From an optimization exercise on the open Yosys and OpenROAD flow, aimed at small area and a short achievable clock period; shortcuts taken in it are not production practice.
Power figures rest on the tool's default switching activity, not on a simulated workload.

red:
Design alu_reg, start of the top module:
module alu_reg
( input         clk,
  input  [2:0]  Op_code,
  input  [31:0] A, B,
  output [31:0] Y
);
For scale: roughly 510 cells after synthesis, about 71 flip-flops, roughly 3800 µm² of cells after synthesis.
clock: 4.5 ns
lec_check: 0
abc_area: 1
cap_margin: 20
core_margin: 2
core_utilization: 40
setup_slack_margin: 2.3
slew_margin: 20
run.sh (not shown) runs the stock make flow with config.mk's settings and CLKGATE_MAP_FILE= SYNTH_SCRIPT=/design/flow/synth_recipe.tcl, a recipe that flattens the netlist after the stock synthesis.
Every stage of the flow completed for red, and the final layout passed the timing, design-rule and antenna checks.
Setup changes, red to blue
# red
export LEC_CHECK = 0
export ABC_AREA = 1
export CAP_MARGIN = 20
export CORE_MARGIN = 2
export CORE_UTILIZATION = 40
export SETUP_SLACK_MARGIN = 2.3
export SLEW_MARGIN = 20
create_clock -name core_clock -period 4.5 [get_ports {clk}]
# blue
export LEC_CHECK = 0
export ABC_AREA = 1
export CAP_MARGIN = 20
export CORE_MARGIN = 2
export CORE_UTILIZATION = 40
export SETUP_SLACK_MARGIN = 2.7
export SLEW_MARGIN = 20
create_clock -name core_clock -period 4.5 [get_ports {clk}]
==> results.txt <==
blue finished every step from synthesis to the final layout, and the layout passed the timing, design-rule and antenna checks.
Compared with red, blue shows a non-clock buffer contribution to total cell area that is 0.83 points lower.
Between red and blue, the flow reports non-clock inverter count in the final layout decreasing slightly.
The higher power came out of red.
Against red, blue comes in 22 higher on number of filler cells placed in the layout.
The following lists how green was set up differently from blue:
# blue
export LEC_CHECK = 0
export ABC_AREA = 1
export CAP_MARGIN = 20
export CORE_MARGIN = 2
export CORE_UTILIZATION = 40
export SETUP_SLACK_MARGIN = 2.7
export SLEW_MARGIN = 20
create_clock -name core_clock -period 4.5 [get_ports {clk}]
# green
export LEC_CHECK = 0
export ABC_AREA = 1
export CAP_MARGIN = 20
export CORE_MARGIN = 2
export CORE_UTILIZATION = 40
export SETUP_SLACK_MARGIN = 2.3
export SLEW_MARGIN = 20
create_clock -name core_clock -period 4.5 [get_ports {clk}]
==> flow/flow/run.sh (new file) <==
#!/bin/bash
# Own flow: the standard layout (standard.sh), with the ports buffered by
# the smallest buffer rather than the one buffer_ports picks by itself.
set -euo pipefail
bash standard.sh "BUFFER_PORTS_ARGS=-buffer_cell sky130_fd_sc_hd__buf_1" finish > standard_make.log 2>&1
==> flow/standard.sh (new file) <==
#!/bin/bash
# synth_recipe.tcl (not shown) runs the flow's synth.tcl, then flattens the netlist and writes it again
# the make line also repeats each setting of config.mk as NAME=value (left out here)
make -C /OpenROAD-flow-scripts/flow DESIGN_CONFIG=/design/flow/config.mk WORK_HOME=/design/flow/orfs CLKGATE_MAP_FILE= SYNTH_SCRIPT=/design/flow/synth_recipe.tcl "${@:-finish}"
removed: flow/run.sh
### Flow results
Core utilization of the finished layout: green vs blue down 6.1 points
Reported for blue and green, number of cells traversed by the worst register-to-register path turned out identical to the last digit.
Between blue and green, the difference in number of instances in the placed design is negligible.
green vs blue on maximum VDD drop: green is the higher one.
In green, portion of the layout cell area used by non-clock buffers is lower than in blue.
In green the count of clock buffers in the final design turned out 1 lower than in blue.
Diff blue -> green: layout buffer count excluding clock buffers now sits lower, final cell count now sits lower, detailed-route wire length now sits lower, design area now sits lower.
No run of this note included a check of the RTL's function; only the layout flow was run.

* * *

== P ==
alu_reg, a different RTL version from the one above (not shown whole).
For scale: ~430 cells after synthesis, about 4100 um^2 of cells after synthesis.
==> flow/config.mk <==
export PLATFORM = sky130hd
export DESIGN_NAME = alu_reg
export DESIGN_NICKNAME = alu_reg
export VERILOG_FILES = /design/flow/design.v
export SDC_FILE = /design/flow/constraint.sdc
export NUM_CORES = 8
export LEC_CHECK = 0
export CAP_MARGIN = 20
export CORE_MARGIN = 2
export CORE_UTILIZATION = 40
export SETUP_SLACK_MARGIN = 2.6
export SLEW_MARGIN = 20
export SYNTH_HIERARCHICAL = 1
==> flow/constraint.sdc <==
create_clock -name core_clock -period 4.5 [get_ports {clk}]
set_input_delay 0.9000 -clock core_clock [delete_from_list [all_inputs] [get_ports {clk}]]
set_output_delay 0.9000 -clock core_clock [all_outputs]
set_load 0.01 [all_outputs]
standard.sh (not shown) runs the stock make flow with config.mk's settings and CLKGATE_MAP_FILE= SYNTH_SCRIPT=/design/flow/synth_recipe.tcl, a recipe that flattens the netlist after the stock synthesis.
==> flow/flow/run.sh <==
#!/bin/bash
# Own flow: the standard layout (standard.sh) with these changes:
#  - ports are buffered with the smallest buffer (buffer_ports -buffer_cell),
#  - before floorplanning every combinational cell is set to drive strength 1
#    (flow/downsize.tcl), so the timing repair starts from the smallest cells,
#  - clock tree synthesis adds no dummy loads.
# The make output goes to standard_make.log; ORFS keeps each step's log under
# orfs/logs/.
set -euo pipefail
here=$(pwd)
bash standard.sh \
  "BUFFER_PORTS_ARGS=-buffer_cell sky130_fd_sc_hd__buf_1" \
  "PRE_FLOORPLAN_TCL=$here/flow/downsize.tcl" \
  "CTS_ARGS=-sink_clustering_enable -repair_clock_nets -dont_use_dummy_load" \
  finish > standard_make.log 2>&1
==> flow/flow/downsize.tcl <==
# Start sizing from the smallest drive: swap every combinational cell that
# synthesis mapped to a larger drive strength for the _1 cell of the same
# function (same pins); the timing repair later sizes up what it needs.
# Flip-flops keep their cells.
set db [ord::get_db]
set block [ord::get_db_block]
set swapped 0
foreach inst [$block getInsts] {
  set m [$inst getMaster]
  set name [$m getName]
  if {![regexp {^(sky130_fd_sc_hd__([a-z0-9]+))_([0-9]+)$} $name -> base kind drive]} { continue }
  if {[string match "df*" $kind] || [string match "conb" $kind] || $drive == 1} { continue }
  set small [$db findMaster ${base}_1]
  if {$small eq "NULL" || $small eq ""} { continue }
  if {[$inst swapMaster $small]} { incr swapped }
}
puts "downsize: swapped $swapped cells to drive 1"
Inputs modified between P and Q:
Settings: a change of SETUP_SLACK_MARGIN from 2.6 to 2.85.
[summary]
Looking at area added between synthesis and finish, Q sits above P. [Q] internal power component rose 190 uW relative to P. [Q vs P] post-route clock period utilization: higher in Q. Compared with P, in Q worst-case setup margin in the final layout shrank by 0.054 ns; fmax shrank by about 2.8%; first-pass GRT wire length grew by 2.9 mm. Q ends up with a wire length that is about 11% higher than in P. Comparing P against Q, there is no change at all in clock-buffer cell count. Global routing met3 resource utilization in Q is 2.8 points higher than in P. In the final reports, the cell area of Q is larger than that of P.
No functional check of the RTL was part of any run of this note.

* * *

Another version of the RTL of alu_reg (not shown whole).
For scale: roughly 71 flip-flops, ~100 I/O pins, about 0.0042 mm2 of cells after synthesis.
Settings: LEC_CHECK=0, ABC_CLOCK_PERIOD_IN_PS=1500, CAP_MARGIN=20, CORE_MARGIN=2, CORE_UTILIZATION=40, SETUP_SLACK_MARGIN=2.9, SLEW_MARGIN=20; clock period 4.5 ns.
run.sh (not shown) runs the stock make flow with config.mk's settings and CLKGATE_MAP_FILE= SYNTH_SCRIPT=/design/flow/synth_recipe.tcl, a recipe that flattens the netlist after the stock synthesis.
Stock flow here: none of the scripts above is used.
Change:
Settings changed: ABC_CLOCK_PERIOD_IN_PS 1500 to 2000, SETUP_SLACK_MARGIN 2.9 to 2.5.
Result:
- design area came out higher by about 0.7%
- power went up by 5.9%
- via count stays flat
- non-clock buffer count goes up by 4
- sequential share of layout area goes down by 0.48 points
- die area is unchanged
- clock-buffer cell count does not change
- synthesized area is unchanged
- cell count is higher by about 0.4%
- routed wire length is lower by about 4%
- hold slack loses 0.015 ns
Change:
Settings changed: ABC_CLOCK_PERIOD_IN_PS 2000 to unset, SETUP_SLACK_MARGIN 2.5 to unset.
=> Via count shrinks by a little under a tenth. Power shrinks by roughly a tenth. Core utilization shrinks by 10 points.
Change:
Settings changed: ABC_AREA set to 1, SETUP_SLACK_MARGIN set to 2.7.
=>
- The changed run went through all stages and came out clean
- non-clock buffer count increases by 39
- cell count increases by 21%
- critical path depth increases by 2
- die area decreases by 2.7%
- final area increases by 14%
- clock power increases by 9.2%
- worst setup slack is better by 0.84 ns
Function was not checked in any run of this note: the RTL went through the layout flow alone.

* * *

Setup of branch onyx:
alu_reg, a different RTL version from the one above (not shown whole).
For scale: roughly 400 cells after synthesis, ~100 I/O pins, ~3900 um^2 of cells after synthesis.
==> flow/design.v (excerpt) <==
module alu_reg
( input         clk,
  input  [2:0]  Op_code,
  input  [31:0] A, B,
  output [31:0] Y
);
clock: 4.5 ns
lec_check: 0
cap_margin: 20
core_margin: 2
core_utilization: 40
setup_slack_margin: 2.6
slew_margin: 20
synth_hierarchical: 1
standard.sh (not shown) runs the stock make flow with config.mk's settings and CLKGATE_MAP_FILE= SYNTH_SCRIPT=/design/flow/synth_recipe.tcl, a recipe that flattens the netlist after the stock synthesis.
Scripts as last shown in full above: flow/flow/run.sh, flow/flow/downsize.tcl
What branch tundra does differently from branch onyx at the input level:
Settings: changing SETUP_SLACK_MARGIN from 2.6 to 2.85.
branch tundra completed every stage of the flow, and the final layout passed the timing, design-rule and antenna checks. Routed wire length per instance, branch tundra and branch onyx: higher on branch tundra. branch onyx -> branch tundra: design area increased by more than 10%. Cell count: branch tundra higher than branch onyx. What branch onyx reported for post-detailed-routing wire length has to be multiplied by 1.06 to get the figure for branch tundra. Re buffer share of cell area: branch onyx was lower than branch tundra. branch tundra ended with more power than branch onyx. Row sequential power share: branch tundra lower / branch onyx higher. branch tundra -> branch onyx: clock sink count delta 0, exact match.
Function was not checked in any run of this note: the RTL went through the layout flow alone.

* * *

## 06-16
Another version of the RTL of alu_reg (not shown whole).
Size in the first run: about 100 I/O pins, roughly 3600 µm² of cells after synthesis.
==> flow/config.mk <==
export PLATFORM = sky130hd
export DESIGN_NAME = alu_reg
export DESIGN_NICKNAME = alu_reg
export VERILOG_FILES = /design/flow/design.v
export SDC_FILE = /design/flow/constraint.sdc
export NUM_CORES = 8
export LEC_CHECK = 0
export CAP_MARGIN = 20
export CORE_MARGIN = 2
export CORE_UTILIZATION = 40
export SETUP_SLACK_MARGIN = 2.9
export SLEW_MARGIN = 20
export SYNTH_HIERARCHICAL = 1
==> flow/constraint.sdc <==
create_clock -name core_clock -period 4.5 [get_ports {clk}]
set_input_delay 0.9000 -clock core_clock [delete_from_list [all_inputs] [get_ports {clk}]]
set_output_delay 0.9000 -clock core_clock [all_outputs]
set_load 0.01 [all_outputs]
==> flow/flow/run.sh <==
#!/bin/bash
# Own flow: the standard layout (standard.sh), with the ports buffered by
# the smallest buffer rather than the one buffer_ports picks by itself.
set -euo pipefail
bash standard.sh "BUFFER_PORTS_ARGS=-buffer_cell sky130_fd_sc_hd__buf_1" finish > standard_make.log 2>&1
06-16 | stages: all done | timing, DRC, antenna: all pass
> inputs changed (06-16 -> 07-21)
Settings: SETUP_SLACK_MARGIN: 2.9 -> 2.6.
Results
07-21: done, clean on timing, DRC and antenna. From 06-16 to 07-21 the numbers moved as follows: clock network power dropped 3.7%; net switching power of the design lower. 07-21 against 06-16: maximum clock skew at final layout ~0 delta, logic gate share of total power now smaller. Comparing area overhead of the layout relative to synthesis for 07-21 and 06-16, the bigger number came from 06-16. 07-21 ended with more number of fillers in the final layout than 06-16.
Function was not checked in any run of this note: the RTL went through the layout flow alone.

[what the ideal ports hide]
In the flow no input, the clock included, has a driving cell. The finished layouts below were timed again as built, in two steps. Step 1 (the two cells are an assumption about what drives the block):
set clk [get_ports {clk}]
set_driving_cell -lib_cell sky130_fd_sc_hd__clkbuf_16 $clk
set_driving_cell -lib_cell sky130_fd_sc_hd__buf_2 [delete_from_list [all_inputs] $clk]
Step 2 also shifts input and output timing later by t, the mid clock arrival at the registers, as if the neighbouring blocks saw the same clock. a / b / c = ideal / step 1 / step 2; a / b = the first two.
run	shift t [ns]	setup slack, ns	slew at the worst register clock pin (ns)	worst slew at a driven data input, ns	pins driven straight from the clock port
red	0.378	2.284 / 2.259 / 1.882	0.08 / 0.08	0.07	1
blue	0.376	2.208 / 2.196 / 1.820	0.08 / 0.08	0.06	1
green	0.378	2.234 / 2.202 / 1.825	0.08 / 0.08	0.06	1
P	0.366	2.610 / 2.522 / 2.155	0.08 / 0.08	0.17	1
Q	0.370	2.556 / 2.521 / 2.151	0.08 / 0.08	0.11	1
the first run of note 3	0.376	2.083 / 2.078 / 1.702	0.08 / 0.08	0.06	1
the second run of note 3	0.383	2.084 / 2.069 / 1.686	0.08 / 0.08	0.08	1
the third run of note 3	0.375	1.381 / 1.394 / 1.019	0.08 / 0.08	0.04	1
the fourth run of note 3	0.372	2.223 / 2.181 / 1.809	0.08 / 0.08	0.07	1
branch onyx	0.367	2.496 / 2.422 / 2.055	0.08 / 0.08	0.16	1
branch tundra	0.365	2.597 / 2.523 / 2.158	0.08 / 0.08	0.16	1
06-16	0.368	2.532 / 2.517 / 2.148	0.08 / 0.08	0.06	1
07-21	0.365	2.556 / 2.529 / 2.164	0.08 / 0.08	0.06	1
After both steps setup and hold are still met in every run listed. The setup slack of P, which loses most, moves by -0.088 ns with the drivers and by -0.455 ns with both steps.
